Source: an optimization exercise on an open RTL-to-GDS flow (aim: small area, a short achievable clock period and few clock cycles). Production flows keep margins and buffers that such runs may drop. RTL that was checked went through simulation tests only; none was proved equivalent to the original.

==> inputs of run a <==
Design mv_mul, start of the top module:
module mv_mul #(
    parameter SHAPE_M       = 2,
    parameter SHAPE_N       = 8,
    parameter ELEMENT_WIDTH = 9,
    parameter CTRL_C_WIDTH  = 16,
    parameter DEPTH_WARP    = 4
) (
    input  wire                              clk,
    input  wire                              rst_n,
    input  wire [SHAPE_M*SHAPE_N*ELEMENT_WIDTH-1:0]  a_i,
    input  wire [SHAPE_N*ELEMENT_WIDTH-1:0]  b_i,
    input  wire [2:0]                        rm_i,
    input  wire [7:0]                        ctrl_reg_idxw_i,
    input  wire [DEPTH_WARP-1:0]             ctrl_warpid_i,
    input  wire                              in_valid_i,
    output reg                               in_ready_o,
    output reg                               out_valid_o,
    input  wire                              out_ready_i,
    output reg  [SHAPE_M*ELEMENT_WIDTH-1:0]  result_o,
    output reg  [4:0]                        fflags_o
);
    reg [9:0]  ph;           
    reg        ph0;
    reg        top;          
    wire       acc = in_valid_i & in_ready_o;
    always @(posedge clk or negedge rst_n) begin
        if (!rst_n) begin
            ph0        <= 1'b1;
            ph         <= 10'd0;
            in_ready_o <= 1'b0;
            top        <= 1'b0;
        end else begin
            ph0        <= !in_valid_i | ph[9];
  ...
==> module mv_mul, before the edit <==
module mv_mul #(
    parameter SHAPE_M       = 2,
    parameter SHAPE_N       = 8,
    parameter ELEMENT_WIDTH = 9,
    parameter CTRL_C_WIDTH  = 16,
    parameter DEPTH_WARP    = 4
) (
    input  wire                              clk,
    input  wire                              rst_n,
    input  wire [SHAPE_M*SHAPE_N*ELEMENT_WIDTH-1:0]  a_i,
    input  wire [SHAPE_N*ELEMENT_WIDTH-1:0]  b_i,
    input  wire [2:0]                        rm_i,
    input  wire [7:0]                        ctrl_reg_idxw_i,
    input  wire [DEPTH_WARP-1:0]             ctrl_warpid_i,
    input  wire                              in_valid_i,
    output reg                               in_ready_o,
    output reg                               out_valid_o,
    input  wire                              out_ready_i,
    output reg  [SHAPE_M*ELEMENT_WIDTH-1:0]  result_o,
    output reg  [4:0]                        fflags_o
);
    reg [9:0]  ph;           
    reg        ph0;
    reg        top;          
    wire       acc = in_valid_i & in_ready_o;
    always @(posedge clk or negedge rst_n) begin
        if (!rst_n) begin
            ph0        <= 1'b1;
            ph         <= 10'd0;
            in_ready_o <= 1'b0;
            top        <= 1'b0;
        end else begin
            ph0        <= !in_valid_i | ph[9];
            ph         <= in_valid_i ? {ph[8:0], ph0} : 10'd0;
            in_ready_o <= in_valid_i & ph[8];
            top        <= in_valid_i & (ph[4] | ph[8]);
        end
    end
    always @(posedge clk or negedge rst_n) begin
        if (!rst_n)
            out_valid_o <= 1'b0;
        else if (acc)
            out_valid_o <= 1'b1;
        else if (out_ready_i)
            out_valid_o <= 1'b0;
    end
    wire [7:0] slot = {ph[6:0], ph0};
    wire [3:0] csel = slot[3:0] | slot[7:4];
    reg  [8:0] ma0, ma1, mb0, mb1;
    integer t;
    always @(*) begin
        ma0 = 9'd0; ma1 = 9'd0; mb0 = 9'd0; mb1 = 9'd0;
        for (t = 0; t < 8; t = t + 1) begin
            ma0 = ma0 | ({9{slot[t]}} & a_i[(t[2]*8 + {t[0], t[1]})*9 +: 9]);
            ma1 = ma1 | ({9{slot[t]}} & a_i[(t[2]*8 + {t[0], t[1]} + 4)*9 +: 9]);
        end
        for (t = 0; t < 4; t = t + 1) begin
            mb0 = mb0 | ({9{csel[t]}} & b_i[{t[0], t[1]}*9 +: 9]);
            mb1 = mb1 | ({9{csel[t]}} & b_i[({t[0], t[1]} + 4)*9 +: 9]);
        end
    end
    wire [8:0] p0, p1;
    fp9_mul u_mul0 (.a(ma0), .b(mb0), .y(p0));
    fp9_mul u_mul1 (.a(ma1), .b(mb1), .y(p1));
    reg [8:0] pa, pb;        
    reg [8:0] s0, s1;        
    reg [8:0] t0;            
    always @(posedge clk) begin
        pa <= p0;
        pb <= p1;
    end
    wire [8:0] l1;
    fp9_add_ns u_add1 (.a(pa), .b(pb), .y(l1));
    wire [8:0] l2;
    always @(posedge clk) begin
        s0 <= l1;
        s1 <= (ph[4] | ph[8]) ? l2 : s0;
    end
    fp9_add u_add2 (.a(top ? t0 : s1), .b(top ? s1 : s0), .y(l2));
    always @(posedge clk) begin
        if (ph[2] | ph[6]) t0 <= l2;
        if (ph[5])         result_o[8:0]  <= l2;
        if (ph[9])         result_o[17:9] <= l2;
    end
    wire ov0 = &result_o[7:3];
    wire ov1 = &result_o[16:12];
    always @(*) begin
        fflags_o = {2'b00, (ov0 & |result_o[2:0]) | (ov1 & |result_o[11:9]), 1'b0, ov0 | ov1};
    end
endmodule
Settings: LEC_CHECK=0, ABC_AREA=1, CAP_MARGIN=20, CORE_MARGIN=2, CORE_UTILIZATION=40, SETUP_SLACK_MARGIN=3, SLEW_MARGIN=20; clock period 10.0 ns.
standard.sh (not shown) runs the stock make flow with config.mk's settings and CLKGATE_MAP_FILE= SYNTH_SCRIPT=/design/flow/synth_recipe.tcl, a recipe that flattens the netlist after the stock synthesis.
==> flow/flow/run.sh <==
#!/bin/bash
# The standard layout (the standard.sh: floorplan, power grid, placement,
# CTS, routing) with two changes:
# - synthesis is the standard one (synth_recipe.tcl, same registers and names)
#   except for the combinational mapping: no full-adder extraction, no
#   Kogge-Stone adder map, and ABC script flow/map.abc (logic rewriting, then area-oriented mapping with upsizing)
#   (flow/my_synth.tcl);
# - the buffers that placement puts on every input and output port are the
#   plain sky130 buf_1 instead of the default clkdlybuf4s50 delay cell.
set -euo pipefail
W=$PWD
FLOW_SYNTH_TCL=$W/synth_recipe.tcl bash standard.sh \
  SYNTH_SCRIPT=$W/flow/my_synth.tcl ADDER_MAP_FILE= SYNTH_OPERATIONS_ARGS=-nofsm \
  'BUFFER_PORTS_ARGS=-buffer_cell sky130_fd_sc_hd__buf_1' finish > standard_flow.log 2>&1
==> flow/flow/map.abc <==
strash
dc2
balance
rewrite
refactor
balance
rewrite
rewrite -z
balance
refactor -z
rewrite -z
balance
dc2
balance
rewrite
refactor
balance
rewrite
rewrite -z
balance
refactor -z
rewrite -z
balance
dch -f
map -a {D}
topo
buffer
upsize {D}
dnsize {D}
==> flow/flow/my_synth.tcl <==
# Synthesis script for flow/run.sh: synth_recipe.tcl (the standard synthesis,
# named by FLOW_SYNTH_TCL) with the technology mapping done by flow/map.abc
# instead of ORFS's abc_area/abc_speed script. Registers are untouched: ABC
# only maps the combinational logic.
set map_script [file join [file dirname [file normalize [info script]]] map.abc]
proc abc {args} {
  set i [lsearch -exact $args -script]
  if {$i >= 0} { set args [lreplace $args $i [expr {$i + 1}]] }
  yosys abc -script $::map_script {*}$args
}
source $::env(FLOW_SYNTH_TCL)
==> run b (differences from run a) <==
--- a/flow/design.v
+++ b/flow/design.v
@@ -2001,21 +2001,22 @@
     fp9_mul u_mul1 (.a(ma1), .b(mb1), .y(p1));
     reg [8:0] pa, pb;        
     reg [8:0] s0, s1;        
-    reg [8:0] t0;            
+    reg [8:0] t0, t1;        
     always @(posedge clk) begin
         pa <= p0;
         pb <= p1;
     end
     wire [8:0] l1;
     fp9_add_ns u_add1 (.a(pa), .b(pb), .y(l1));
-    wire [8:0] l2;
     always @(posedge clk) begin
         s0 <= l1;
-        s1 <= (ph[4] | ph[8]) ? l2 : s0;
+        s1 <= s0;
     end
-    fp9_add u_add2 (.a(top ? t0 : s1), .b(top ? s1 : s0), .y(l2));
+    wire [8:0] l2;
+    fp9_add u_add2 (.a(top ? t0 : s1), .b(top ? t1 : s0), .y(l2));
     always @(posedge clk) begin
         if (ph[2] | ph[6]) t0 <= l2;
+        if (ph[4] | ph[8]) t1 <= l2;
         if (ph[5])         result_o[8:0]  <= l2;
         if (ph[9])         result_o[17:9] <= l2;
     end
==> flow/run.sh (new file) <==
#!/bin/bash
# synth_recipe.tcl (not shown) runs the flow's synth.tcl, then flattens the netlist and writes it again
# the make line also repeats each setting of config.mk as NAME=value (left out here)
make -C /OpenROAD-flow-scripts/flow DESIGN_CONFIG=/design/flow/config.mk WORK_HOME=/design/flow/orfs CLKGATE_MAP_FILE= SYNTH_SCRIPT=/design/flow/synth_recipe.tcl finish
Settings changed: SETUP_SLACK_MARGIN 3 to 4.
removed: flow/flow/run.sh
removed: flow/flow/map.abc
removed: flow/flow/my_synth.tcl
removed: flow/standard.sh
==> run c (differences from run a) <==
--- a/flow/design.v
+++ b/flow/design.v
@@ -2001,21 +2001,22 @@
     fp9_mul u_mul1 (.a(ma1), .b(mb1), .y(p1));
     reg [8:0] pa, pb;        
     reg [8:0] s0, s1;        
-    reg [8:0] t0;            
+    reg [8:0] t0, t1;        
     always @(posedge clk) begin
         pa <= p0;
         pb <= p1;
     end
     wire [8:0] l1;
     fp9_add_ns u_add1 (.a(pa), .b(pb), .y(l1));
-    wire [8:0] l2;
     always @(posedge clk) begin
         s0 <= l1;
-        s1 <= (ph[4] | ph[8]) ? l2 : s0;
+        s1 <= s0;
     end
-    fp9_add u_add2 (.a(top ? t0 : s1), .b(top ? s1 : s0), .y(l2));
+    wire [8:0] l2;
+    fp9_add u_add2 (.a(top ? t0 : s1), .b(top ? t1 : s0), .y(l2));
     always @(posedge clk) begin
         if (ph[2] | ph[6]) t0 <= l2;
+        if (ph[4] | ph[8]) t1 <= l2;
         if (ph[5])         result_o[8:0]  <= l2;
         if (ph[9])         result_o[17:9] <= l2;
     end
==> flow/run.sh (new file) <==
#!/bin/bash
# synth_recipe.tcl (not shown) runs the flow's synth.tcl, then flattens the netlist and writes it again
# the make line also repeats each setting of config.mk as NAME=value (left out here)
make -C /OpenROAD-flow-scripts/flow DESIGN_CONFIG=/design/flow/config.mk WORK_HOME=/design/flow/orfs CLKGATE_MAP_FILE= SYNTH_SCRIPT=/design/flow/synth_recipe.tcl finish
Settings changed: SETUP_SLACK_MARGIN 3 to 2.
removed: flow/flow/run.sh
removed: flow/flow/map.abc
removed: flow/flow/my_synth.tcl
removed: flow/standard.sh
==> results.txt <==
- The lowest final cell count belongs to run a, the highest to run b.
- Against run c, the fmax of run a is larger by about 15%.
- In sequential cell count, run c and run b do not differ.
- Design area, lowest first: run a, run c, run b.
- The highest worst setup slack belongs to run b, the lowest to run c.
==> figures <==
| metric | run b | run a | run c |
|---|---|---|---|
| Status | finished clean | finished clean | finished clean |
| Worst hold start | s0[0]$_SDFF_PP1_ | s0[1]$_SDFF_PP1_ | s0[2]$_SDFF_PP1_ |
| Detail-routed net length per standard cell | 16.3 µm | 15.2 µm | 16.0 µm |
| Largest fanout of any net on the critical path | 7 | 13 | 22 |
| Gp weighted congestion | 0.952 | 0.942 | 0.897 |
| Total buffers and inverters traversed by the critical path | 10 | 8 | 10 |
| Cell area after synthesis | 8900 µm² | 8050 µm² | 8900 µm² |
| Fraction of layout instances using a drive strength above 1 | 20.1% | 6.91% | 7.14% |
| Least-Margin Pin Slew | 1040 ps | 814 ps | 857 ps |
| Global routing usage on met3 | 3.63% | 3.39% | 3.18% |
| Final area over synthesized area | 1.500x | 1.200x | 1.337x |
| Tapcell Cnt | 280 | 265 | 280 |
| Multi-input combinational cell count | 1004 | 1004 | 1003 |
| Count of cell instances traversed by the critical path | 39 | 47 | 38 |
Testbench counts of run b, summed over its fixed seeds: cycles 22,536.
Testbench counts of run c, summed over its fixed seeds: cycles 22,536.
Function not checked in run a: the RTL went through the layout flow alone.

==> afterwards: timing with drivers on the ports <==
How much do the figures lean on ideal ports? The routed layouts below were timed once more, with nothing changed but the port constraints.
Step 1, drivers: a clkbuf_16 drives clk and a buf_2 each remaining input, both assumed.
Step 2, shift: input delay + t, output delay - t, t = (earliest + latest rising clock arrival at the registers) / 2. This alone moves slack from input paths to output paths.
Slacks: ideal / step 1 / step 2; pairs: ideal / step 1.
run	t, ns	setup WS [ns]	pins driven straight from the clock port
run a	0.381	3.642 / 3.642 / 3.571	1
run b	0.376	3.663 / 3.663 / 3.663	1
run c	0.363	2.668 / 2.668 / 2.668	1
After both steps setup and hold are still met in every run listed. For run a, which loses most, drivers alone change the setup slack by 0.000 ns; drivers and shift together by -0.071 ns.
